What follows belongs to an exercise in optimizing a design on an open flow for small area, a short achievable clock period and few clock cycles; a production flow would make more cautious choices. The RTL was checked by simulation tests, not by an equivalence proof against the original design.

==> flow/design.v <==
module JAM (CLK, RST, W, J, Cost, MatchCount, MinCost, Valid);
input CLK;
input RST;
input [6:0] Cost;
output reg [2:0] W;
output reg [2:0] J;
output reg [3:0] MatchCount;
output reg [9:0] MinCost;
output reg Valid;
localparam S_WAIT = 3'd0, S_A1 = 3'd1, S_A2 = 3'd2, S_B = 3'd3,
           S_T = 3'd4, S_PEEL = 3'd5, S_DFS = 3'd6;
integer k;
genvar g, h;
reg ld_done;
always @(posedge CLK or posedge RST) begin
    if (RST) begin
        W <= 3'd0; J <= 3'd0; ld_done <= 1'b0;
    end else if (!ld_done) begin
        {W, J} <= {W, J} + 6'd1;
        if ({W, J} == 6'd63) ld_done <= 1'b1;
    end
end
reg [6:0] cst [0:63];
always @(posedge CLK) begin
    if (!ld_done) cst[{W, J}] <= Cost;
end
reg [2:0] st;
reg [2:0] ph;           
reg [8:0] win;          
reg       tmode;        
reg [6:0] D;            
reg [2:0] j0;           
reg       j0root;       
reg [7:0] used;         
reg [7:0] pv;           
reg [6:0] w  [0:7];     
reg [6:0] uc [0:7];     
reg [7:0] mv [0:7];     
reg [2:0] wy [0:7];
reg [7:0] wyr0, wyr1;   
reg       wk;           
reg [2:0] wj;           
reg [2:0] wjw;          
reg       wjr;          
reg [6:0] wD;           
reg [2:0] pr [0:7];     
reg [6:0] rowr [0:7];   
reg [8:0] wkr  [0:7];   
reg [3:0] tc;
reg [7:0] alive;
reg [2:0] lvl;
reg [3:0] lb;
reg [2:0] stk [0:6];
reg [7:0] usedc;
reg       dph;
reg [7:0] cmr;
reg [2:0] i0;
reg [6:0] un;
reg [2:0] jn;
reg       more;
always @(*) begin
    i0 = win[8] ? ph : 3'd0;
    un = 7'd0;
    jn = 3'd0;
    more = 1'b0;
    for (k = 0; k < 8; k = k + 1)
        if (win[k]) begin
            i0 = i0 | pr[k];
            un = un | uc[k];
            jn = jn | k[2:0];
            more = more | pv[k];
        end
end
generate for (g = 0; g < 8; g = g + 1) begin : a1
    always @(posedge CLK) rowr[g] <= cst[{i0, g[2:0]}];
    wire [8:0] y1 = {2'b00, w[g]};
    wire [8:0] y2 = {2'b00, D};
    wire [8:0] y3 = ~{2'b00, un};
    wire [8:0] ks = y1 ^ y2 ^ y3;
    wire [8:0] kc = {(y1[7:0] & y2[7:0]) | (y1[7:0] & y3[7:0]) | (y2[7:0] & y3[7:0]), 1'b0};
    wire [8:0] wks;
    wire       wkco;
    jam_add #(9) u_wk (.a(ks), .b(kc), .ci(1'b1), .s(wks), .co(wkco));
    always @(posedge CLK) wkr[g] <= wks;
end endgenerate
wire [8:0] s   [0:7];
wire [7:0] upd;
wire [7:0] tb;
generate for (g = 0; g < 8; g = g + 1) begin : a2
    wire [9:0] x1 = {3'b000, rowr[g]};
    wire [9:0] x3 = {wkr[g][8], wkr[g]};
    wire [9:0] x4 = ~{2'b00, mv[g]};
    wire [9:0] s2 = x1 ^ x3 ^ x4;
    wire [9:0] c2 = {(x1[8:0] & x3[8:0]) | (x1[8:0] & x4[8:0]) | (x3[8:0] & x4[8:0]), 1'b0};
    wire [6:0] sf;
    wire [9:0] df;
    wire       sco, dco;
    jam_add #(7)  u_s (.a(rowr[g]), .b(wkr[g][6:0]), .ci(1'b0), .s(sf), .co(sco));
    jam_add #(10) u_c (.a(s2), .b(c2), .ci(1'b1), .s(df), .co(dco));
    assign s[g]   = {2'b00, sf};
    assign upd[g] = !used[g] && df[9];
    wire [9:0] zp = x1 ^ x3;
    wire [9:0] zo = {x1[8:0] | x3[8:0], 1'b0};
    assign tb[g]  = (zp == zo);
end endgenerate
wire [7:0] mval [0:7];
generate for (g = 0; g < 8; g = g + 1) begin : bm
    assign mval[g] = mv[g];
end endgenerate
wire [7:0] nb [0:7];
generate for (g = 0; g < 8; g = g + 1) begin : bc
    for (h = 0; h < 8; h = h + 1) begin : bo
        if (h > g) begin : c
            wire [7:0] su;
            wire       co;
            jam_add #(8) u_b (.a(mval[h]), .b(~mval[g]), .ci(1'b1), .s(su), .co(co));
            assign nb[g][h] = !co;
        end else begin : c
            assign nb[g][h] = 1'b0;
        end
    end
end endgenerate
wire [7:0] bwin;
generate for (g = 0; g < 8; g = g + 1) begin : bw
    wire [7:0] ok;
    for (h = 0; h < 8; h = h + 1) begin : bo
        if (h < g)      assign ok[h] = used[h] | nb[h][g];
        else if (h > g) assign ok[h] = used[h] | !nb[g][h];
        else            assign ok[h] = !used[g];
    end
    assign bwin[g] = &ok;
end endgenerate
reg [6:0] bmin;
always @(*) begin
    bmin = 7'd0;
    for (k = 0; k < 8; k = k + 1)
        if (bwin[k]) bmin = bmin | mv[k][6:0];
end
wire [6:0] wfix [0:7];
wire [6:0] ufix [0:7];
wire [9:0] mcs;
wire       mco;
jam_add #(10) u_mc (.a(MinCost), .b({3'd0, D}), .ci(1'b0), .s(mcs), .co(mco));
generate for (g = 0; g < 8; g = g + 1) begin : fx
    wire [6:0] nm = ~mv[g][6:0];
    wire [6:0] ws1 = w[g] ^ D ^ nm;
    wire [6:0] wc1 = {(w[g][5:0] & D[5:0]) | (w[g][5:0] & nm[5:0]) | (D[5:0] & nm[5:0]), 1'b0};
    wire [6:0] us1 = uc[g] ^ D ^ nm;
    wire [6:0] uc1 = {(uc[g][5:0] & D[5:0]) | (uc[g][5:0] & nm[5:0]) | (D[5:0] & nm[5:0]), 1'b0};
    wire [6:0] wf, uf;
    wire       wco, uco;
    jam_add #(7) u_w (.a(ws1), .b(wc1), .ci(1'b1), .s(wf), .co(wco));
    jam_add #(7) u_u (.a(us1), .b(uc1), .ci(1'b1), .s(uf), .co(uco));
    assign wfix[g] = used[g] ? wf : w[g];
    assign ufix[g] = used[g] ? uf : uc[g];
end endgenerate
wire [2:0] jw  = wjw;
wire       jrt = wjr;
wire [2:0] jwn = wy[wjw];                                 
wire       jrn = ph[0] ? wyr0[wjw] : wyr1[wjw];
wire [2:0] jwe = wy[jn];                                  
wire       jre = ph[0] ? wyr1[jn] : wyr0[jn];
wire [2:0] phm = ph - 3'd1;
wire [7:0] out_ok, in_ok;
generate for (g = 0; g < 8; g = g + 1) begin : pl
    wire [7:0] colg;
    for (h = 0; h < 8; h = h + 1) begin : cb
        assign colg[h] = mv[h][g];
    end
    assign out_ok[g] = |(mv[g] & alive & ~(8'd1 << g));
    assign in_ok[g]  = |(colg  & alive & ~(8'd1 << g));
end endgenerate
wire [7:0] keep = alive & out_ok & in_ok;
wire [7:0] teff = alive[lvl] ? (mv[lvl] & alive) : (8'd1 << lvl);
wire [7:0] lbm  = lb[3] ? 8'd0 : (8'hFF << lb[2:0]);
wire [7:0] cm   = teff & ~usedc & lbm;
reg  [2:0] cj;
always @(*) begin
    cj = 3'd0;
    for (k = 7; k >= 0; k = k - 1)
        if (cmr[k]) cj = k[2:0];
end
wire [2:0] lvlm1 = lvl - 3'd1;
wire [2:0] sback = stk[lvlm1];
wire [2:0] phn = ph + 3'd1;
wire row_ready  = ld_done || (W > ph);
wire next_ready = ld_done || (W > phn);
wire [2:0] tcm2 = tc[2:0] - 3'd2;
always @(posedge CLK) begin
    case (st)
    S_A2: begin
        for (k = 0; k < 8; k = k + 1)
            if (upd[k]) begin
                if (!j0root) wy[k] <= j0;
                if (ph[0]) wyr1[k] <= j0root; else wyr0[k] <= j0root;
            end
    end
    S_A1: begin
        if (!win[8] && !more && !wk)
            for (k = 0; k < 8; k = k + 1) uc[k] <= ufix[k];
    end
    S_DFS: if (dph && lvl != 3'd7 && cmr != 8'd0) stk[lvl] <= cj;
    default: ;
    endcase
    if (wk) begin
        if (jrt) begin
            pr[wj] <= phm; uc[wj] <= wD;
        end else begin
            pr[wj] <= pr[jw]; uc[wj] <= uc[jw];
        end
    end
end
always @(posedge CLK or posedge RST) begin
    if (RST) begin
        st <= S_WAIT; ph <= 3'd0; win <= 9'h100; tmode <= 1'b0; D <= 7'd0;
        j0 <= 3'd0; j0root <= 1'b1; wk <= 1'b0; wj <= 3'd0; wjw <= 3'd0; wjr <= 1'b0; wD <= 7'd0; used <= 8'd0; pv <= 8'd0; MinCost <= 10'd0;
        MatchCount <= 4'd0; Valid <= 1'b0; tc <= 4'd0; alive <= 8'hFF; lvl <= 3'd0;
        lb <= 4'd0; usedc <= 8'd0; dph <= 1'b0; cmr <= 8'd0;
        for (k = 0; k < 8; k = k + 1) begin
            w[k] <= 7'd0; mv[k] <= 8'd128;
        end
    end else begin
        case (st)
        S_WAIT: if (row_ready) st <= S_A1;
        S_A1: if (win[8] || !wk) begin
            j0 <= jn; j0root <= win[8];
            used <= used | win[7:0];
            if (win[8] || more)
                st <= S_A2;
            else begin
                for (k = 0; k < 8; k = k + 1) w[k] <= wfix[k];
                MinCost <= mcs;
                wk <= 1'b1; wj <= jn; wjw <= jwe; wjr <= jre; wD <= D;
                ph <= phn; win <= 9'h100; D <= 7'd0;
                used <= 8'd0;
                for (k = 0; k < 8; k = k + 1) mv[k] <= 8'd128;
                tc <= 4'd0;
                if (ph == 3'd7) begin
                    tmode <= 1'b1; st <= S_T;
                end else
                    st <= next_ready ? S_A1 : S_WAIT;
            end
        end
        S_A2: begin
            for (k = 0; k < 8; k = k + 1)
                if (upd[k]) mv[k] <= {1'b0, s[k][6:0]};
            st <= S_B;
        end
        S_B: begin
            win <= {1'b0, bwin};
            D <= bmin;
            st <= S_A1;
        end
        S_T: if (!wk || tc != 4'd0) begin
            win <= {1'b0, 8'd1 << tc[2:0]};
            if (tc >= 4'd2) mv[tcm2] <= tb;
            tc <= tc + 4'd1;
            if (tc == 4'd9) st <= S_PEEL;
        end
        S_PEEL: if (!Valid) begin
            alive <= keep;
            if (keep == 8'd0) begin
                MatchCount <= 4'd1; Valid <= 1'b1;
            end else if (keep == alive) begin
                lvl <= 3'd0; lb <= 4'd0; usedc <= 8'd0; MatchCount <= 4'd0; dph <= 1'b0;
                st <= S_DFS;
            end
        end
        S_DFS: if (!Valid) begin
            dph <= !dph;
            if (!dph) begin
                cmr <= cm;
            end else if (lvl == 3'd7) begin
                if (cmr != 8'd0) MatchCount <= MatchCount + 4'd1;
                lvl <= 3'd6; usedc[stk[6]] <= 1'b0; lb <= {1'b0, stk[6]} + 4'd1;
            end else if (cmr != 8'd0) begin
                usedc[cj] <= 1'b1; lvl <= lvl + 3'd1; lb <= 4'd0;
            end else if (lvl == 3'd0) begin
                Valid <= 1'b1;
            end else begin
                lvl <= lvlm1; usedc[sback] <= 1'b0; lb <= {1'b0, sback} + 4'd1;
            end
        end
        default: st <= S_WAIT;
        endcase
        if (wk) begin
            pv[wj] <= 1'b1;
            if (jrt) wk <= 1'b0; else begin wj <= jw; wjw <= jwn; wjr <= jrn; end
        end
    end
end
endmodule
module jam_add #(parameter N = 8) (a, b, ci, s, co);
input  [N-1:0] a;
input  [N-1:0] b;
input          ci;
output [N-1:0] s;
output         co;
wire [N-1:0] p  = a ^ b;
wire [N-1:0] g0 = a & b;
reg  [N-1:0] G, P;
integer i, d;
always @(*) begin
    G = g0;
    G[0] = g0[0] | (p[0] & ci);
    P = p;
    for (d = 1; d < N; d = d * 2)
        for (i = N - 1; i >= d; i = i - 1) begin
            G[i] = G[i] | (P[i] & G[i - d]);
            P[i] = P[i] & P[i - d];
        end
end
assign s  = p ^ {G[N-2:0], ci};
assign co = G[N-1];
endmodule
==> flow/run.sh <==
#!/bin/bash
# synth_recipe.tcl (not shown) runs the flow's synth.tcl, then flattens the netlist and writes it again
# the make line also repeats each setting of config.mk as NAME=value (left out here)
make -C /OpenROAD-flow-scripts/flow DESIGN_CONFIG=/design/flow/config.mk WORK_HOME=/design/flow/orfs CLKGATE_MAP_FILE= SYNTH_SCRIPT=/design/flow/synth_recipe.tcl finish
==> flow/config.mk <==
export PLATFORM = sky130hd
export DESIGN_NAME = JAM
export DESIGN_NICKNAME = JAM
export VERILOG_FILES = /design/flow/design.v
export SDC_FILE = /design/flow/constraint.sdc
export NUM_CORES = 4
export LEC_CHECK = 0
export CAP_MARGIN = 20
export CORE_MARGIN = 2
export CORE_UTILIZATION = 40
export SETUP_SLACK_MARGIN = 2.0
export SLEW_MARGIN = 20
==> flow/constraint.sdc <==
create_clock -name core_clock -period 5.0 [get_ports {CLK}]
set_input_delay 1.0000 -clock core_clock [delete_from_list [all_inputs] [get_ports {CLK}]]
set_output_delay 1.0000 -clock core_clock [all_outputs]
set_load 0.01 [all_outputs]
==> summary.md, run 1 <==
| Metric | Value |
|---|---|
| Outcome | `finished clean` |
| DR pass1 iterations | `14` |
| Tmin final | `3.22 ns` |
| Most frequent cells in the layout | `783 x nand2_1, 744 x inv_1, 589 x edfxtp_1` |
| Commonest non-fill, non-tap cell in the layout | `nand2_1` |
| Row Count | `143` |
| Final Skew | `0.0771 ns` |
| Simple logic cell fraction of the synthesized area | `12.5%` |
| Worst path arrival time | `3.87 ns` |
| XOR/XNOR share of the synthesized area | `3.94%` |
| Hold bufs inserted after CTS | `0` |
| First-pass GRT wire length | `300000 µm` |
| Synthesized cell area | `61200 µm²` |
| Final setup violation count | `0` |
| Slew headroom | `25.1%` |
| Placer Congestion | `1.00` |
| Data required time at the worst endpoint | `5.65 ns` |
| Initial antenna violation count | `13` |
| Initial core utilization | `40.3%` |
| Vias in the first global route | `45600` |
| Post-synth EDFFs | `589` |
| Cells after Synth | `6046` |
| Synth Flop Type | `edfxtp_1` |
| Post-DRT Antenna Nets | `0` |
| H-tree levels | `3` |
| Root Driver | `clkbuf_16` |
| Syn nets | `6850` |
| DP Cell Count | `8018` |
| Worst path top cell family by delay | `compound AO/OA/AOI/OAI gates` |
| Slew Limit Fails | `0` |
| Via density | `5.62` |
| Layout area overhead | `18.0%` |
| Initial DRC count | `5218` |
| RSZ-0062 raised after global routing | `yes` |
| GRT Util Overall | `25.7%` |
| Final Cycle Share | `64.5%` |
| Vias post-DR | `47500` |
| Die area | `156000 µm²` |
| Worst path cell trace | `a22oi_2 > nand4_1 > buf_12 > fa_1 > inv_1 > ha_1 > nor2b_1 > o21ai_1 > a21boi_2 > o21a_1 > nor2_2 > o21bai_1 > a21oi_2 > xnor2_1` |
| Setup CP Type | `register to register` |
| Post-synthesis mux area share | `3.00%` |
| Finished Cell Area | `72100 µm²` |
| Compound-Gate Fraction of Synth Area | `12.2%` |
| Startpoint types | `register` |
| Flops & latches, synth | `952` |
| Nets | `7133` |
| Crit path largest cell delay | `0.55 ns` |
| Largest family of logic cells by synthesized area | `adder cells` |
| Final hold vios | `0` |
| Yosys cell types | `86` |
| Worst slew pin tran | `1.11 ns` |
| Clock slew at reported path FFs | `0.06 ns` |
| Routed wire length | `207000 µm` |
| I/O pin cnt | `30` |
| Critical path's slowest cell | `fa_1` |
| HP Class | `register to register` |
| Share of layout cells above drive strength 1 | `16.8%` |
| Post-synthesis adder-cell area fraction | `19.2%` |
| Worst hold margin | `0.472 ns` |
| Number of remaining DRC errors | `0` |
| Die width | `395 µm` |
| Max Root-Sink Buffers | `3` |
| Height of the die | `395 µm` |
| Post-DP Area | `64800 µm²` |
| Largest net degree at the start of global routing | `113` |
| Clock Latency Late Sink | `0.77 ns` |
| Clock sink total | `952` |
| TNS Setup | `0 ns` |
| Detailed-placement wirelength estimate | `140000 µm` |
| CTS tree | `built` |
| Routed len/inst | `24.5 µm` |
| CP endpoint kind | `register` |
| Max_cap viols | `0` |
| Yosys Warn Count | `15` |
| Synth async-reset ratio | `24.7%` |
| Critical Path Fanout Max | `8` |
| WP buf/inv | `2` |
| Sequential share of the synthesized area | `42.8%` |
| Avg Cell Area, Syn | `10.1 µm²` |
| Core Region | `152000 µm²` |
| I/O Buffers | `29` |
| FMAX | `310 MHz` |
| CTS buffer count | `104` |
| Post-route non-filler standard cell count | `8451` |
| GRT overflow | `0` |
## cell families after synthesis
| logic type | after synthesis |
|---|---|
| buffers and inverters | 1016 |
| XOR/XNOR | 275 |
| flip-flops | 952 |
| AND/OR/NAND/NOR | 1725 |
| AO/OA/AOI/OAI | 1155 |
| adder cells (fa/ha/maj) | 795 |
| multiplexers | 128 |
## area by class of cell
type | count | area [µm²]
sequential | 952 | 26300
clock buffer | 144 | 2920
multi-input combinational | 4083 | 32800
timing repair buffer | 398 | 3810
tap | 2030 | 2540
fill | 13900 | 79800
clock inverter | 52 | 682
antenna | 2 | 5.00
inverter | 790 | 3030
## cells in the mapped netlist, types with 21 or more instances
| library cell | number | share of area (%) |
|---|---|---|
| a31oi_1 | 25 | 0.26 |
| nand2b_1 | 37 | 0.38 |
| xor2_1 | 88 | 1.3 |
| buf_2 | 40 | 0.33 |
| edfxtp_1 | 589 | 29 |
| fa_1 | 241 | 7.9 |
| nor2_1 | 308 | 1.9 |
| ha_1 | 554 | 11 |
| mux2_2 | 61 | 1.1 |
| nand3_1 | 341 | 2.8 |
| buf_1 | 23 | 0.14 |
| a222oi_1 | 30 | 0.49 |
| inv_1 | 789 | 4.8 |
| mux2i_1 | 29 | 0.47 |
| nor4_1 | 21 | 0.21 |
| a21oi_1 | 273 | 2.2 |
| a21o_1 | 97 | 1.2 |
| nand4_1 | 31 | 0.32 |
| a22oi_1 | 93 | 1.1 |
| nor2b_1 | 50 | 0.51 |
| dfrtp_1 | 217 | 8.9 |
| o21a_1 | 46 | 0.56 |
| nand2_1 | 809 | 5.0 |
| clkbuf_1 | 159 | 0.98 |
| mux4_2 | 38 | 1.4 |
| o21ai_0 | 345 | 2.8 |
| dfxtp_1 | 128 | 4.2 |
| nor3_1 | 52 | 0.43 |
| xnor2_1 | 187 | 2.7 |
| o21bai_1 | 40 | 0.49 |
## routing by layer
layer / up-vias / routed length, µm / track usage (%) / share of wire, %
met5: - / 41 / 0 / 0.020
met4: 6 / 12300 / 12.3 / 6.0
met3: 586 / 19800 / 5.72 / 9.6
met2: 2208 / 88400 / 38.5 / 43
met1: 23200 / 86300 / 35.1 / 42
li1: 21500 / - / - / -
## final timing paths
path,slack [ns],to,from,depth (start not counted)
max,1.78,wkr[1][7]$_DFF_P_,uc[1][1]$_DFFE_PP_,14
min,0.47,pv[1]$_DFFE_PP0P_,pv[1]$_DFFE_PP0P_,1
max reg2reg,1.78,wkr[1][7]$_DFF_P_,uc[1][1]$_DFFE_PP_,14
min reg2reg,0.47,pv[1]$_DFFE_PP0P_,pv[1]$_DFFE_PP0P_,1
max in group asynchronous,3.22,mv[7][2]$_DFFE_PP0P_,RST,3
min in group asynchronous,0.77,dph$_DFFE_PP0P_,RST,2
## repair_timing
action,in CTS,in global routing
gates resized for setup,224,259
setup endpoints to repair,478,261
pin swaps,50,115
cloned,2,7
buffers inserted,119,107
## stage by stage
step                utilization [%]  setup slack [ns]
floorplan                         -             0.937
global placement               42.7              1.15
detailed placement             42.7              1.10
CTS                            46.2              1.85
global route                   47.5              1.61
finish                         47.5              1.78
## registers in the layout (all words and copies together) (netlist names), 9 cells and up
signal / cells
MinCost: 10
cst: 448
mv: 64
pr: 24
rowr: 56
stk: 21
uc: 56
w: 56
win: 9
wkr: 72
wy: 24
Testbench counts, summed over its fixed seeds: cycles 2,634.
==> run 2, diff against run 1 <==
--- a/flow/design.v
+++ b/flow/design.v
@@ -27,7 +27,6 @@
 reg [2:0] st;
 reg [2:0] ph;           
 reg [8:0] win;          
-reg       tmode;        
 reg [6:0] D;            
 reg [2:0] j0;           
 reg       j0root;       
@@ -55,18 +54,16 @@
 reg       dph;
 reg [7:0] cmr;
 reg [2:0] i0;
-reg [6:0] un;
+reg [6:0] unr;          
 reg [2:0] jn;
 reg       more;
 always @(*) begin
     i0 = win[8] ? ph : 3'd0;
-    un = 7'd0;
     jn = 3'd0;
     more = 1'b0;
     for (k = 0; k < 8; k = k + 1)
         if (win[k]) begin
             i0 = i0 | pr[k];
-            un = un | uc[k];
             jn = jn | k[2:0];
             more = more | pv[k];
         end
@@ -75,7 +72,7 @@
     always @(posedge CLK) rowr[g] <= cst[{i0, g[2:0]}];
     wire [8:0] y1 = {2'b00, w[g]};
     wire [8:0] y2 = {2'b00, D};
-    wire [8:0] y3 = ~{2'b00, un};
+    wire [8:0] y3 = ~{2'b00, unr};
     wire [8:0] ks = y1 ^ y2 ^ y3;
     wire [8:0] kc = {(y1[7:0] & y2[7:0]) | (y1[7:0] & y3[7:0]) | (y2[7:0] & y3[7:0]), 1'b0};
     wire [8:0] wks;
@@ -131,10 +128,15 @@
     assign bwin[g] = &ok;
 end endgenerate
 reg [6:0] bmin;
+reg [6:0] bun;
 always @(*) begin
     bmin = 7'd0;
+    bun = 7'd0;
     for (k = 0; k < 8; k = k + 1)
-        if (bwin[k]) bmin = bmin | mv[k][6:0];
+        if (bwin[k]) begin
+            bmin = bmin | mv[k][6:0];
+            bun = bun | uc[k];
+        end
 end
 wire [6:0] wfix [0:7];
 wire [6:0] ufix [0:7];
@@ -212,7 +214,7 @@
 end
 always @(posedge CLK or posedge RST) begin
     if (RST) begin
-        st <= S_WAIT; ph <= 3'd0; win <= 9'h100; tmode <= 1'b0; D <= 7'd0;
+        st <= S_WAIT; ph <= 3'd0; win <= 9'h100; unr <= 7'd0; D <= 7'd0;
         j0 <= 3'd0; j0root <= 1'b1; wk <= 1'b0; wj <= 3'd0; wjw <= 3'd0; wjr <= 1'b0; wD <= 7'd0; used <= 8'd0; pv <= 8'd0; MinCost <= 10'd0;
         MatchCount <= 4'd0; Valid <= 1'b0; tc <= 4'd0; alive <= 8'hFF; lvl <= 3'd0;
         lb <= 4'd0; usedc <= 8'd0; dph <= 1'b0; cmr <= 8'd0;
@@ -231,12 +233,12 @@
                 for (k = 0; k < 8; k = k + 1) w[k] <= wfix[k];
                 MinCost <= mcs;
                 wk <= 1'b1; wj <= jn; wjw <= jwe; wjr <= jre; wD <= D;
-                ph <= phn; win <= 9'h100; D <= 7'd0;
+                ph <= phn; win <= 9'h100; unr <= 7'd0; D <= 7'd0;
                 used <= 8'd0;
                 for (k = 0; k < 8; k = k + 1) mv[k] <= 8'd128;
                 tc <= 4'd0;
                 if (ph == 3'd7) begin
-                    tmode <= 1'b1; st <= S_T;
+                    st <= S_T;
                 end else
                     st <= next_ready ? S_A1 : S_WAIT;
             end
@@ -246,13 +248,15 @@
                 if (upd[k]) mv[k] <= {1'b0, s[k][6:0]};
             st <= S_B;
         end
-        S_B: begin
+        S_B: if (!wk) begin
             win <= {1'b0, bwin};
+            unr <= bun;
             D <= bmin;
             st <= S_A1;
         end
         S_T: if (!wk || tc != 4'd0) begin
             win <= {1'b0, 8'd1 << tc[2:0]};
+            unr <= uc[tc[2:0]];
             if (tc >= 4'd2) mv[tcm2] <= tb;
             tc <= tc + 4'd1;
             if (tc == 4'd9) st <= S_PEEL;
==> summary.md, run 2 <==
| Metric | Value |
|---|---|
| Yosys cell types | `87` |
| Post-synth top cells | `820 x nand2_1, 799 x inv_1, 589 x edfxtp_1, 555 x ha_1, 357 x nand3_1` |
| Compound-Gate Fraction of Synth Area | `12.2%` |
| Vias post-DR | `47900` |
| TNS Setup | `0 ns` |
| Startpoint types | `register` |
| Syn nets | `6914` |
| Placer Congestion | `1.04` |
| Worst reg2reg path startpoint | `mv[2][7]$_DFFE_PP1P_` |
| Hold bufs inserted after CTS | `0` |
| Data required time at the worst endpoint | `5.63 ns` |
| Post-synthesis adder-cell area fraction | `19.0%` |
| Slew headroom | `19.7%` |
| Share of layout cells above drive strength 1 | `17.7%` |
| Routed len/inst | `25.0 µm` |
| Critical Path Fanout Max | `9` |
| Clock slew at reported path FFs | `0.07 ns` |
| First-pass GRT wire length | `308000 µm` |
| Largest family of logic cells by synthesized area | `adder cells` |
| CP endpoint kind | `register` |
| Number of remaining DRC errors | `0` |
| Critical Path Start | `mv[2][7]$_DFFE_PP1P_` |
| Root Driver | `clkbuf_16` |
| I/O Buffers | `29` |
| DR pass1 iterations | `12` |
| Routed wire length | `213000 µm` |
| Clock sink total | `959` |
| Clock Latency Late Sink | `0.78 ns` |
| Final Skew | `0.0670 ns` |
| Most common cell in the netlist | `nand2_1` |
| Max FFs per register | `448` |
| Max Root-Sink Buffers | `3` |
| Final hold vios | `0` |
| Largest reg by FF count | `cst` |
| CTS tree | `built` |
| Post-synth EDFFs | `589` |
| HP Class | `register to register` |
| Vias in the first global route | `46500` |
| Most frequent cells in the layout | `799 x nand2_1, 746 x inv_1, 589 x edfxtp_1` |
| Worst slew pin tran | `1.19 ns` |
| Initial antenna violation count | `10` |
| Worst path arrival time | `3.79 ns` |
| Layout area overhead | `18.1%` |
| Top Registers | `cst x448, wkr x72, mv x64` |
| Nets | `7187` |
| Post-synth top area share | `28.5%` |
| Die width | `398 µm` |
| Via density | `5.62` |
| Synthesized cell area | `62000 µm²` |
| Filler Cell Count | `14100` |
| Initial DRC count | `5416` |
| Largest net degree at the start of global routing | `113` |
| Top cells by area, synth | `edfxtp_1 29%, ha_1 11%, dfrtp_1 9.0%` |
| Max_cap viols | `0` |
| XOR/XNOR share of the synthesized area | `3.83%` |
| Slew Limit Fails | `0` |
| Sequential share of the synthesized area | `42.5%` |
| Height of the die | `398 µm` |
| Tmin final | `3.15 ns` |
| CTS buffer count | `105` |
| Core Region | `154000 µm²` |
| Die area | `158000 µm²` |
| Row Count | `144` |
| Synth async-reset ratio | `25.2%` |
| Setup CP Type | `register to register` |
| Final setup violation count | `0` |
| Synth Flop Type | `edfxtp_1` |
| H-tree levels | `3` |
| I/O pin cnt | `30` |
| Yosys Warn Count | `15` |
| GRT Util Overall | `26.2%` |
| Flops & latches, synth | `959` |
| Final Cycle Share | `63.0%` |
| Setup ws final | `1.85 ns` |
| Dpl ws | `1.23 ns` |
| Cells after Synth | `6109` |
| Avg Cell Area, Syn | `10.2 µm²` |
| Post-DRT Antenna Nets | `0` |
| Simple logic cell fraction of the synthesized area | `12.4%` |
| Commonest non-fill, non-tap cell in the layout | `nand2_1` |
| Final design utilization | `47.5%` |
| Post-synthesis mux area share | `3.66%` |
| Yosys top cell by area | `edfxtp_1` |
| GRT overflow | `0` |
| Outcome | `finished clean` |
| FMAX | `317 MHz` |
| RSZ-0062 raised after global routing | `yes` |
| HP Start | `w[5][0]$_DFFE_PP0P_` |
| Detailed-placement wirelength estimate | `145000 µm` |
| Initial core utilization | `40.3%` |
| Worst hold margin | `0.475 ns` |
run 2: path summary, 6_finish.rpt:
| check | endpoint | slack [ns] | cells after the start |
|---|---|---|---|
| max | D[5]$_DFFE_PP0P_ | 1.85 | 12 |
| min | w[5][0]$_DFFE_PP0P_ | 0.48 | 2 |
| max reg2reg | D[5]$_DFFE_PP0P_ | 1.85 | 12 |
| min reg2reg | w[5][0]$_DFFE_PP0P_ | 0.48 | 2 |
| max in group asynchronous | mv[7][0]$_DFFE_PP0P_ | 3.23 | 3 |
| min in group asynchronous | MinCost[3]$_DFFE_PP0P_ | 0.68 | 2 |
run 2: cell type report:
type	instances	area (µm²)	share of cell area [%]
Sequential cell	959	26500	36.2
Timing Repair Buffer	403	3790	5.18
Clock buffer	153	3050	4.17
Tap cell	2044	2560	3.49
Inverter	802	3080	4.21
Clock inverter	46	602	0.822
Antenna cell	4	10.0	0.0137
Multi-Input combinational cell	4111	33600	45.9
run 2: cells by family (layout without fill, tap and decap cells):
kind of cell / after synthesis / count (layout)
buf+inv: 1042 / 1404
simple gates: 1726 / 1729
compound gates: 1159 / 1159
fa+ha+maj: 796 / 796
other cells: 0 / 4
xor+xnor: 271 / 271
flops: 959 / 959
mux: 156 / 156
run 2: worst max-delay path: stages, from the launching register on:
cell and delay (ns):
dfstp_2 0.59, clkinvlp_4 0.20, buf_6 0.18, ha_4 0.23
a21oi_2 0.11, o21ai_1 0.09, a21oi_2 0.23, o21ai_1 0.10
or4_4 0.60, nor3_4 0.26, buf_12 0.16, a222oi_1 0.09
a41oi_1 0.21
run 2: metrics by stage:
| stage | cell area [µm²] | std cells |
|---|---|---|
| 2_1_floorplan | 62400 | 6109 |
| 3_3_place_gp | 65600 | 8100 |
| 3_5_place_dp | 65600 | 8100 |
| 4_1_cts | 70600 | 8360 |
| 5_1_grt | 73200 | 8521 |
| 6_report | 73200 | 8522 |
run 2: per-layer routing:
metal	track usage (%)	vias up	part of all wire, %
li1	-	21700	-
met1	36.0	23400	42
met2	40.0	2208	44
met3	5.01	593	8.9
met4	11.7	4	5.5
met5	0	-	0.039
run 2: repair_timing:
action                     4_1_cts  5_1_grt
gates cloned                     4        8
pin swaps                       52      100
setup buffers                   57      150
gates resized for setup        236      287
setup endpoints to repair      395      242
Testbench counts of run 2, summed over its fixed seeds: cycles 2,648.
==> run 3, diff against run 2 <==
--- a/flow/design.v
+++ b/flow/design.v
@@ -69,7 +69,12 @@
         end
 end
 generate for (g = 0; g < 8; g = g + 1) begin : a1
-    always @(posedge CLK) rowr[g] <= cst[{i0, g[2:0]}];
+    if (g == 7) begin : byp
+        always @(posedge CLK) rowr[g] <= (st == S_WAIT && W == ph && J == 3'd7 && !ld_done) ? Cost
+                                                                                 : cst[{i0, g[2:0]}];
+    end else begin : nob
+        always @(posedge CLK) rowr[g] <= cst[{i0, g[2:0]}];
+    end
     wire [8:0] y1 = {2'b00, w[g]};
     wire [8:0] y2 = {2'b00, D};
     wire [8:0] y3 = ~{2'b00, unr};
@@ -185,7 +190,7 @@
 wire [2:0] lvlm1 = lvl - 3'd1;
 wire [2:0] sback = stk[lvlm1];
 wire [2:0] phn = ph + 3'd1;
-wire row_ready  = ld_done || (W > ph);
+wire row_ready  = ld_done || (W > ph) || (W == ph && J == 3'd7);
 wire next_ready = ld_done || (W > phn);
 wire [2:0] tcm2 = tc[2:0] - 3'd2;
 always @(posedge CLK) begin
@@ -223,7 +228,9 @@
         end
     end else begin
         case (st)
-        S_WAIT: if (row_ready) st <= S_A1;
+        S_WAIT: if (row_ready) begin
+            j0root <= 1'b1; st <= S_A2;
+        end
         S_A1: if (win[8] || !wk) begin
             j0 <= jn; j0root <= win[8];
             used <= used | win[7:0];
==> summary.md, run 3 <==
| Metric | Value |
|---|---|
| Clock slew at reported path FFs | `0.07 ns` |
| WP buf/inv | `4` |
| GRT Util Overall | `26.3%` |
| Yosys cell types | `97` |
| Post-route non-filler standard cell count | `8564` |
| Die width | `398 µm` |
| CTS buffer count | `107` |
| HP Class | `input pin to register` |
| Dpl ws | `1.11 ns` |
| Worst slew pin tran | `1.04 ns` |
| Core Region | `154000 µm²` |
| H-tree levels | `3` |
| Crit path largest cell delay | `0.56 ns` |
| Synth async-reset ratio | `25.2%` |
| Sequential share of the synthesized area | `42.3%` |
| Number of remaining DRC errors | `0` |
| Clock sink total | `959` |
| Critical Path Fanout Max | `7` |
| Largest reg by FF count | `cst` |
| Cells after Synth | `6176` |
| Yosys top cell by area | `edfxtp_1` |
| Post-DRT Antenna Nets | `0` |
| Critical path's slowest cell | `dfstp_2` |
| Final hold vios | `0` |
| I/O pin cnt | `30` |
| Top cells by area, synth | `edfxtp_1 28%, ha_1 11%, dfrtp_1 9.0%` |
| Initial core utilization | `40.3%` |
| RSZ-0062 raised after global routing | `yes` |
| Via density | `5.72` |
| Routed wire length | `214000 µm` |
| Placer Congestion | `1.00` |
| Max Root-Sink Buffers | `3` |
| GRT overflow | `0` |
| Largest net degree at the start of global routing | `75` |
| Detailed-placement wirelength estimate | `145000 µm` |
| Yosys Warn Count | `15` |
| Data required time at the worst endpoint | `5.65 ns` |
| Top Registers | `cst x448, wkr x72, mv x64` |
| I/O Buffers | `29` |
| Final Skew | `0.0535 ns` |
| Final setup violation count | `0` |
| CP endpoint kind | `register` |
| Post-synth EDFFs | `589` |
| Root Driver | `clkbuf_16` |
| Routed len/inst | `25.0 µm` |
| CTS tree | `built` |
| DR pass1 iterations | `11` |
| Worst path cell trace | `clkinvlp_4 > buf_4 > ha_1 > and2_0 > a221oi_2 > o21ai_2 > buf_4 > a2111oi_4 > buf_4 > nand3_1 > o311ai_0 > a22oi_1 > o31ai_1` |
| Most frequent cells in the layout | `810 x nand2_1, 762 x inv_1, 589 x edfxtp_1` |
| Die area | `159000 µm²` |
| Layout area overhead | `17.0%` |
| Slew Limit Fails | `0` |
| Worst path arrival time | `3.81 ns` |
| Register area | `26500 µm²` |
| Vias in the first global route | `46900` |
| DP Cell Count | `8131` |
| Tmin final | `3.16 ns` |
| Synthesized cell area | `62200 µm²` |
| Max FFs per register | `448` |
| Syn nets | `6982` |
| Worst path top cell family by delay | `compound AO/OA/AOI/OAI gates` |
| Row Count | `144` |
| Initial DRC count | `5654` |
| Most common cell in the netlist | `nand2_1` |
| Height of the die | `398 µm` |
| Area of the multi-input gates | `33400 µm²` |
| Outcome | `finished clean` |
| First-pass GRT wire length | `310000 µm` |
| FMAX | `316 MHz` |
| Post-synth top area share | `28.4%` |
| Post-synth top cells | `831 x nand2_1, 806 x inv_1, 589 x edfxtp_1, 556 x ha_1, 347 x nand3_1` |
| Flops & latches, synth | `959` |
| Avg Cell Area, Syn | `10.1 µm²` |
| Commonest non-fill, non-tap cell in the layout | `nand2_1` |
| Final Cycle Share | `63.2%` |
| Share of layout cells above drive strength 1 | `15.8%` |
| Setup CP Type | `register to register` |
| Setup ws final | `1.84 ns` |
| Startpoint types | `register` |
| Most frequent CP cell | `buf_4` |
| Vias post-DR | `49000` |
| Filler Cell Count | `14400` |
| Max_cap viols | `0` |
| Initial antenna violation count | `6` |
| Synth Flop Type | `edfxtp_1` |
| Final design utilization | `47.2%` |
| Slew headroom | `30.5%` |
| Clock Latency Late Sink | `0.78 ns` |
| TNS Setup | `0 ns` |
| Nets | `7227` |
-- run 3: cell types whose count changed after synthesis, moves of 15 or more --
| cell | delta |
|---|---|
| a32oi_1 | +45 |
| mux2_2 | -44 |
| o21a_1 | +17 |
| clkbuf_1 | -16 |
| nor2_1 | +31 |
| xnor2_1 | +15 |
| a21oi_1 | -37 |
| a222oi_1 | -16 |
| xor2_1 | -17 |
| nor4_1 | -20 |
| o21ai_0 | +52 |
| buf_2 | +17 |
-- run 3: through the flow --
| stage | instance area, µm² | hold slack, ns |
|---|---|---|
| 2_1_floorplan | 62600 | 0.440 |
| 3_3_place_gp | 65500 | 0.459 |
| 3_5_place_dp | 65500 | 0.460 |
| 4_1_cts | 71300 | 0.424 |
| 5_1_grt | 72800 | 0.467 |
| 6_report | 72800 | 0.468 |
-- run 3: layout make-up --
class                           instances  share of cell area (%)
Inverter                              809                    4.32
Tap cell                             2044                    3.51
Sequential cell                       959                    36.5
Multi-Input combinational cell       4172                    45.9
Clock inverter                         66                    1.06
Clock buffer                          138                    4.01
Timing Repair Buffer                  372                    4.74
Antenna cell                            4                  0.0137
-- run 3: routing by layer --
layer  wire [µm]  track usage (%)
met5          27                0
met4       11000             11.9
met3       20500             5.10
met2       93800             40.1
met1       89100             36.2
-- run 3: cells by family after synthesis --
logic type | synth area share, %
xor+xnor | 3.81
mux | 2.84
compound gates | 13.1
fa+ha+maj | 18.9
buf+inv | 6.56
flops | 42.3
simple gates | 12.5
-- run 3: path summary, 6_finish.rpt --
path | from | to | cells after the start | slack (ns)
max in group asynchronous | RST | ph[0]$_DFFE_PP0P_ | 3 | 3.09
min reg2reg | MinCost[9]$_DFFE_PP0P_ | MinCost[9]$_DFFE_PP0P_ | 1 | 0.47
max reg2reg | mv[1][7]$_DFFE_PP1P_ | D[3]$_DFFE_PP0P_ | 13 | 1.84
max | mv[1][7]$_DFFE_PP1P_ | D[3]$_DFFE_PP0P_ | 13 | 1.84
min | Cost[6] | cst[6][6]$_DFFE_PP_ | 1 | 0.47
min in group asynchronous | RST | unr[0]$_DFFE_PP0P_ | 2 | 0.71
-- run 3: worst reg2reg max path: stages (launching register included) --
cell	delay [ns]
dfstp_2	0.56
clkinvlp_4	0.16
buf_4	0.18
ha_1	0.32
and2_0	0.19
a221oi_2	0.25
o21ai_2	0.12
buf_4	0.17
a2111oi_4	0.44
buf_4	0.24
nand3_1	0.09
o311ai_0	0.12
a22oi_1	0.13
o31ai_1	0.11
-- run 3: timing repair --
item	in CTS	in global routing
hold buffers	0	0
buffers inserted	118	94
setup endpoints to repair	423	258
pin swaps	24	56
gates resized for setup	256	190
gates cloned	7	6
Testbench counts of run 3, summed over its fixed seeds: cycles 2,600.
==> run 4, diff against run 3 <==
--- a/flow/config.mk
+++ b/flow/config.mk
@@ -7,6 +7,6 @@
 export LEC_CHECK = 0
 export CAP_MARGIN = 20
 export CORE_MARGIN = 2
-export CORE_UTILIZATION = 40
+export CORE_UTILIZATION = 50
 export SETUP_SLACK_MARGIN = 2.0
 export SLEW_MARGIN = 20
==> summary.md, run 4 <==
| Metric | Value |
|---|---|
| Worst path arrival time | `3.84 ns` |
| Yosys Warn Count | `15` |
| Syn nets | `6982` |
| Post-synth top cells | `831 x nand2_1, 806 x inv_1, 589 x edfxtp_1, 556 x ha_1, 347 x nand3_1` |
| Setup CP Type | `register to register` |
| Placer Congestion | `1.01` |
| Layout area overhead | `15.3%` |
| Final design utilization | `58.0%` |
| WP buf/inv | `1` |
| Die area | `127000 µm²` |
| Initial core utilization | `50.3%` |
| Initial DRC count | `5147` |
| First-pass GRT wire length | `306000 µm` |
| Worst slew pin tran | `0.934 ns` |
| Nets | `7196` |
| Worst reg2reg path startpoint | `mv[3][7]$_DFFE_PP1P_` |
| Most common cell in the netlist | `nand2_1` |
| Tmin final | `3.21 ns` |
| Row Count | `129` |
| Slew headroom | `37.5%` |
| Critical path's slowest cell | `dfstp_4` |
| Vias post-DR | `48700` |
| Detailed-placement wirelength estimate | `144000 µm` |
| Synth Flop Type | `edfxtp_1` |
| Post-synth EDFFs | `589` |
| Share of layout cells above drive strength 1 | `15.2%` |
| Worst path cell trace | `clkinvlp_4 > ha_1 > nand2_1 > nor2_1 > a31oi_4 > a2111o_1 > o311ai_0 > a22oi_1 > o31ai_1` |
| Core Region | `124000 µm²` |
| RSZ-0062 raised after global routing | `yes` |
| TNS Setup | `0 ns` |
| Critical Path Start | `mv[3][7]$_DFFE_PP1P_` |
| Startpoint types | `register` |
| Worst path top cell family by delay | `compound AO/OA/AOI/OAI gates` |
| Synth async-reset ratio | `25.2%` |
| Sequential share of the synthesized area | `42.3%` |
| Yosys top cell by area | `edfxtp_1` |
| HP Class | `register to register` |
| Critical Path Fanout Max | `5` |
| Commonest non-fill, non-tap cell in the layout | `nand2_1` |
| Top Registers | `cst x448, wkr x72, mv x64` |
| Largest net degree at the start of global routing | `106` |
| CTS buffer count | `105` |
| CP endpoint kind | `register` |
| Clock Latency Late Sink | `0.76 ns` |
| Final setup violation count | `0` |
| Data required time at the worst endpoint | `5.63 ns` |
| Routed wire length | `210000 µm` |
| Root Driver | `clkbuf_16` |
| Via density | `5.99` |
| I/O Buffers | `29` |
| Post-DRT Antenna Nets | `0` |
| Initial antenna violation count | `8` |
| GRT Util Overall | `32.5%` |
| Routed len/inst | `25.9 µm` |
| Max FFs per register | `448` |
| HP Start | `MinCost[9]$_DFFE_PP0P_` |
| Yosys cell types | `97` |
| Final hold vios | `0` |
| Top cells by area, synth | `edfxtp_1 28%, ha_1 11%, dfrtp_1 9.0%` |
| I/O pin cnt | `30` |
| Avg Cell Area, Syn | `10.1 µm²` |
| Vias in the first global route | `46600` |
| Cells after Synth | `6176` |
| Height of the die | `357 µm` |
| Final Skew | `0.0475 ns` |
| Final Cycle Share | `64.2%` |
| H-tree levels | `3` |
| Slew Limit Fails | `0` |
| Post-synth top area share | `28.4%` |
| Filler Cell Count | `10700` |
| Most frequent cells in the layout | `813 x nand2_1, 768 x inv_1, 589 x edfxtp_1` |
| Flops & latches, synth | `959` |
| CTS tree | `built` |
| FMAX | `312 MHz` |
| Largest reg by FF count | `cst` |
| Max Root-Sink Buffers | `3` |
| Number of remaining DRC errors | `0` |
| Clock sink total | `959` |
| Die width | `357 µm` |
| Clock slew at reported path FFs | `0.07 ns` |
| Outcome | `finished clean` |
| GRT overflow | `0` |
| Crit path largest cell delay | `0.66 ns` |
| Max_cap viols | `0` |
| Synthesized cell area | `62200 µm²` |
| DR pass1 iterations | `9` |
## run 4: worst paths after layout
check                                          to  slack [ns]  cells after the start
setup / recovery                 D[1]$_DFFE_PP0P_        1.79                      9
setup reg to reg                 D[1]$_DFFE_PP0P_        1.79                      9
min in group asynchronous     w[7][0]$_DFFE_PP0P_        0.79                      2
hold reg to reg            MinCost[9]$_DFFE_PP0P_        0.46                      1
max in group asynchronous    mv[6][3]$_DFFE_PP0P_        3.13                      3
hold / removal             MinCost[9]$_DFFE_PP0P_        0.46                      1
## run 4: cell type report
class                      count  area (µm²)  share of cell area [%]
antenna                        4        10.0                  0.0140
clock buffer                 139        2900                    4.04
clock inverter                59         664                   0.926
inverter                     809        3110                    4.34
multi-input combinational   4171       33400                    46.6
sequential                   959       26500                    37.0
tap                         1637        2050                    2.86
timing repair buffer         344        3060                    4.26
## run 4: what timing repair did
action / in CTS / in global routing
hold buffers: 0 / 0
pin swaps: 27 / 69
cloned: 6 / 5
resized for setup: 253 / 203
setup endpoints to repair: 397 / 228
buffers inserted: 95 / 84
## run 4: cell families (layout without fill, tap and decap cells)
| logic type | count (synthesis) | count (layout) | share of synthesized area (%) |
|---|---|---|---|
| buf+inv | 1052 | 1351 | 6.56 |
| simple gates | 1752 | 1756 | 12.5 |
| other cells | 0 | 4 | 0 |
| compound gates | 1234 | 1236 | 13.1 |
| fa+ha+maj | 797 | 797 | 18.9 |
| xor+xnor | 270 | 270 | 3.81 |
| flops | 959 | 959 | 42.3 |
| mux | 112 | 112 | 2.84 |
## run 4: layer usage
metal / part of all wire (%) / wire length [µm] / global-route usage (%)
met4: 5.5 / 11600 / 15.7
met2: 44 / 92200 / 49.3
met5: 0.011 / 23 / 0
met3: 9.3 / 19700 / 7.02
met1: 41 / 86800 / 44.4
## run 4: per-stage QoR
stage / hold WS, ns / instance area [µm²] / instances / worst slack [ns]
6_report: 0.463 / 71700 / 8122 / 1.79
3_5_place_dp: 0.456 / 65000 / 7730 / 1.05
2_1_floorplan: 0.440 / 62600 / 6176 / 0.839
4_1_cts: 0.469 / 70200 / 8029 / 1.87
3_3_place_gp: 0.457 / 65000 / 7730 / 1.14
5_1_grt: 0.500 / 71700 / 8118 / 1.75
==> run 5, diff against run 4 <==
--- a/flow/design.v
+++ b/flow/design.v
@@ -57,12 +57,14 @@
 reg [6:0] unr;          
 reg [2:0] jn;
 reg       more;
+wire [7:0] asel = (st == S_T) ? (8'd1 << tc[2:0]) : win[7:0];
+wire [6:0] aun  = (st == S_T) ? uc[tc[2:0]] : unr;
 always @(*) begin
-    i0 = win[8] ? ph : 3'd0;
+    i0 = (win[8] && st != S_T) ? ph : 3'd0;
     jn = 3'd0;
     more = 1'b0;
     for (k = 0; k < 8; k = k + 1)
-        if (win[k]) begin
+        if (asel[k]) begin
             i0 = i0 | pr[k];
             jn = jn | k[2:0];
             more = more | pv[k];
@@ -77,7 +79,7 @@
     end
     wire [8:0] y1 = {2'b00, w[g]};
     wire [8:0] y2 = {2'b00, D};
-    wire [8:0] y3 = ~{2'b00, unr};
+    wire [8:0] y3 = ~{2'b00, aun};
     wire [8:0] ks = y1 ^ y2 ^ y3;
     wire [8:0] kc = {(y1[7:0] & y2[7:0]) | (y1[7:0] & y3[7:0]) | (y2[7:0] & y3[7:0]), 1'b0};
     wire [8:0] wks;
@@ -168,16 +170,19 @@
 wire [2:0] jwe = wy[jn];                                  
 wire       jre = ph[0] ? wyr1[jn] : wyr0[jn];
 wire [2:0] phm = ph - 3'd1;
-wire [7:0] out_ok, in_ok;
+wire [7:0] out_ok, in_ok, out_ok2, in_ok2;
+wire [7:0] keep1 = alive & out_ok & in_ok;
 generate for (g = 0; g < 8; g = g + 1) begin : pl
     wire [7:0] colg;
     for (h = 0; h < 8; h = h + 1) begin : cb
         assign colg[h] = mv[h][g];
     end
-    assign out_ok[g] = |(mv[g] & alive & ~(8'd1 << g));
-    assign in_ok[g]  = |(colg  & alive & ~(8'd1 << g));
+    assign out_ok[g]  = |(mv[g] & alive & ~(8'd1 << g));
+    assign in_ok[g]   = |(colg  & alive & ~(8'd1 << g));
+    assign out_ok2[g] = |(mv[g] & keep1 & ~(8'd1 << g));
+    assign in_ok2[g]  = |(colg  & keep1 & ~(8'd1 << g));
 end endgenerate
-wire [7:0] keep = alive & out_ok & in_ok;
+wire [7:0] keep = keep1 & out_ok2 & in_ok2;
 wire [7:0] teff = alive[lvl] ? (mv[lvl] & alive) : (8'd1 << lvl);
 wire [7:0] lbm  = lb[3] ? 8'd0 : (8'hFF << lb[2:0]);
 wire [7:0] cm   = teff & ~usedc & lbm;
@@ -192,7 +197,7 @@
 wire [2:0] phn = ph + 3'd1;
 wire row_ready  = ld_done || (W > ph) || (W == ph && J == 3'd7);
 wire next_ready = ld_done || (W > phn);
-wire [2:0] tcm2 = tc[2:0] - 3'd2;
+wire [2:0] tcm1 = tc[2:0] - 3'd1;
 always @(posedge CLK) begin
     case (st)
     S_A2: begin
@@ -262,11 +267,9 @@
             st <= S_A1;
         end
         S_T: if (!wk || tc != 4'd0) begin
-            win <= {1'b0, 8'd1 << tc[2:0]};
-            unr <= uc[tc[2:0]];
-            if (tc >= 4'd2) mv[tcm2] <= tb;
+            if (tc >= 4'd1) mv[tcm1] <= tb;
             tc <= tc + 4'd1;
-            if (tc == 4'd9) st <= S_PEEL;
+            if (tc == 4'd8) st <= S_PEEL;
         end
         S_PEEL: if (!Valid) begin
             alive <= keep;
--- a/flow/config.mk
+++ b/flow/config.mk
@@ -7,6 +7,6 @@
 export LEC_CHECK = 0
 export CAP_MARGIN = 20
 export CORE_MARGIN = 2
-export CORE_UTILIZATION = 50
+export CORE_UTILIZATION = 40
 export SETUP_SLACK_MARGIN = 2.0
 export SLEW_MARGIN = 20
==> summary.md, run 5 <==
| Metric | Value |
|---|---|
| Largest net degree at the start of global routing | `77` |
| Flops & latches, synth | `959` |
| HP Class | `register to register` |
| First-pass GRT wire length | `341000 µm` |
| Core Region | `158000 µm²` |
| Avg Cell Area, Syn | `10.1 µm²` |
| Post-synthesis mux area share | `3.74%` |
| Final Skew | `0.0904 ns` |
| Met1 WL | `93100 µm` |
| Yosys top cell by area | `edfxtp_1` |
| Worst hold margin | `0.470 ns` |
| Outcome | `finished clean` |
| Metal3 WL | `25200 µm` |
| CTS tree | `built` |
| Max Root-Sink Buffers | `3` |
| Worst path arrival time | `4.23 ns` |
| Die area | `162000 µm²` |
| I/O pin cnt | `30` |
| Routed wire length | `240000 µm` |
| Synth async-reset ratio | `25.2%` |
| Most common cell in the netlist | `nand2_1` |
| Initial DRC count | `7135` |
| Slew headroom | `15.8%` |
| Post-DP Area | `67100 µm²` |
| Clock Latency Late Sink | `0.82 ns` |
| CP endpoint kind | `register` |
| DP Cell Count | `8293` |
| Max FFs per register | `448` |
| Final design utilization | `52.3%` |
| Most frequent cells in the layout | `712 x inv_1, 623 x nand2_1, 589 x edfxtp_1` |
| Commonest non-fill, non-tap cell in the layout | `inv_1` |
| Final hold vios | `0` |
| WL met2 | `106000 µm` |
| GRT Util Overall | `28.1%` |
| Initial antenna violation count | `4` |
| Setup CP Type | `register to register` |
| RSZ-0062 raised after global routing | `yes` |
| Row Count | `146` |
| Via density | `5.91` |
| Post-synthesis adder-cell area fraction | `18.7%` |
| Routed len/inst | `26.5 µm` |
| Largest family of logic cells by synthesized area | `adder cells` |
| Post-route non-filler standard cell count | `9036` |
| Top cells by area, synth | `edfxtp_1 28%, ha_1 11%, dfrtp_1 8.8%` |
| Height of the die | `402 µm` |
| Nets | `7680` |
| Slew Limit Fails | `0` |
| CTS buffer count | `106` |
| Detailed-placement wirelength estimate | `148000 µm` |
| Number of remaining DRC errors | `0` |
| Simple logic cell fraction of the synthesized area | `12.7%` |
| Synth Flop Type | `edfxtp_1` |
| Finished Cell Area | `82500 µm²` |
| Tmin final | `3.61 ns` |
| Clock slew at reported path FFs | `0.07 ns` |
| XOR/XNOR share of the synthesized area | `3.90%` |
| Yosys cell types | `82` |
| Final setup violation count | `0` |
| Sequential share of the synthesized area | `41.6%` |
| Syn nets | `7112` |
| Layout area overhead | `30.3%` |
| FMAX | `277 MHz` |
| Cells after Synth | `6302` |
| Crit path largest cell delay | `0.48 ns` |
| Compound-Gate Fraction of Synth Area | `12.9%` |
| Critical Path Fanout Max | `8` |
| Data required time at the worst endpoint | `5.62 ns` |
| Die width | `402 µm` |
| Initial core utilization | `40.1%` |
| Final Cycle Share | `72.2%` |
| Vias in the first global route | `52100` |
| Share of layout cells above drive strength 1 | `29.4%` |
| Yosys Warn Count | `15` |
| Startpoint types | `register` |
| Post-synth top area share | `27.9%` |
| Filler Cell Count | `13600` |
| Synthesized cell area | `63300 µm²` |
| Root Driver | `clkbuf_16` |
| H-tree levels | `3` |
| Placer Congestion | `1.00` |
| Vias post-DR | `53400` |
| Top Registers | `cst x448, wkr x72, mv x64` |
| Hold bufs inserted after CTS | `0` |
| Max_cap viols | `0` |
| Most frequent CP cell | `buf_6` |
| TNS Setup | `0 ns` |
| I/O Buffers | `29` |
| Clock sink total | `959` |
| Post-synth top cells | `832 x nand2_1, 785 x inv_1, 589 x edfxtp_1, 560 x ha_1, 330 x o21ai_0` |
| GRT overflow | `0` |
| Worst path cell trace | `buf_6 > buf_6 > a222oi_1 > nand3_1 > and3_4 > a221o_1 > o31ai_4 > o22ai_2 > nor4_4 > buf_6 > nor4b_4 > buf_4 > o21ai_4 > o21ai_2` |
| Number of diodes | `0` |
| Critical path's slowest cell | `dfstp_4` |
| Post-synth EDFFs | `589` |
| DR pass1 iterations | `13` |
| Post-DRT Antenna Nets | `0` |
| Largest reg by FF count | `cst` |
| Highest routing layer actually used | `met5` |
| Worst slew pin tran | `1.26 ns` |
[run 5: cells by family (layout without fill, tap and decap cells)]
| logic type | after synthesis | after routing |
|---|---|---|
| DFF | 959 | 959 |
| muxes | 171 | 171 |
| AOI/OAI and AO/OA | 1246 | 1246 |
| buffers and inverters | 1074 | 1724 |
| xor gates and xnor gates | 282 | 282 |
| and+or+nand+nor | 1769 | 1781 |
| adders and majority gates | 801 | 801 |
[run 5: timing repair]
item | 4_1_cts | 5_1_grt
setup endpoints to repair | 469 | 413
resized for setup | 996 | 668
hold endpoints to repair | 0 | 0
buffers inserted | 333 | 125
pin swaps | 287 | 415
gates cloned | 53 | 30
[run 5: area by class of cell]
cell class,instances,area (µm²),share of cell area [%]
inverter,788,3080,3.73
tap,2072,2590,3.14
timing repair buffer,734,8640,10.5
clock buffer,146,2970,3.60
clock inverter,56,701,0.849
multi-input combinational,4281,38000,46.1
sequential,959,26500,32.1
[run 5: worst max-delay path: cells and delay by family (launching register included)]
family	cells	cell delay [ns]
flops	1	0.48
compound gates	6	1.64
simple gates	4	0.79
buf+inv	4	0.57
[run 5: metal layers]
layer | global-route usage [%] | vias to the layer above
li1 | - | 23100
met1 | 36.7 | 26300
met2 | 43.1 | 3090
met3 | 7.36 | 925
met4 | 14.3 | 4
met5 | 0 | -
[run 5: per-stage QoR]
stage | setup slack [ns]
floorplan | 0.839
global placement | 0.775
detailed placement | 0.782
CTS | 1.59
global route | 1.30
finish | 1.39
[run 5: final timing paths]
kind,startpoint,endpoint,slack [ns],cells past startpoint
worst min register to register,MinCost[9]$_DFFE_PP0P_,MinCost[9]$_DFFE_PP0P_,0.47,1
worst min-delay path,MinCost[9]$_DFFE_PP0P_,MinCost[9]$_DFFE_PP0P_,0.47,1
worst max-delay path,alive[0]$_DFFE_PP1P_,st[1]$_DFFE_PP0P_,1.39,14
min in group asynchronous,RST,w[3][6]$_DFFE_PP0P_,0.68,2
max in group asynchronous,RST,wD[3]$_DFFE_PP0P_,3.35,3
worst max register to register,alive[0]$_DFFE_PP1P_,st[1]$_DFFE_PP0P_,1.39,14
Testbench counts of run 5, summed over its fixed seeds: cycles 2,553.

## static timing again, ports no longer ideal
The flow's constraints put no driver on any port. The routed layouts listed below were extracted and timed again, unchanged, in two steps.
Step 1 (the two cells are an assumption about what drives the block):
set clk [get_ports {CLK}]
set_driving_cell -lib_cell sky130_fd_sc_hd__clkbuf_16 $clk
set_driving_cell -lib_cell sky130_fd_sc_hd__buf_2 [delete_from_list [all_inputs] $clk]
Step 2 moves the port delays by t, midway between the first and last clock arrival at a register: inputs arrive t later, outputs are due t later. That takes back most of the time a late clock gives input paths.
Slacks: ideal ports / drivers / drivers and shift; pairs: ideal ports / drivers.
run	t, ns	setup WS [ns]	hold WS [ns]	worst register clock-pin slew, ns	worst data-port slew with drivers (ns)
run 1	0.816	1.777 / 1.777 / 1.777	0.472 / 0.472 / 0.472	0.07 / 0.07	0.03
run 2	0.823	1.848 / 1.848 / 1.848	0.475 / 0.475 / 0.475	0.07 / 0.07	0.03
run 3	0.838	1.840 / 1.840 / 1.840	0.468 / 0.411 / 0.468	0.07 / 0.07	0.03
run 4	0.813	1.790 / 1.790 / 1.790	0.463 / 0.463 / 0.463	0.08 / 0.08	0.03
run 5	0.853	1.389 / 1.389 / 1.389	0.470 / 0.470 / 0.470	0.07 / 0.07	0.04
After both steps every run listed still meets setup and hold.
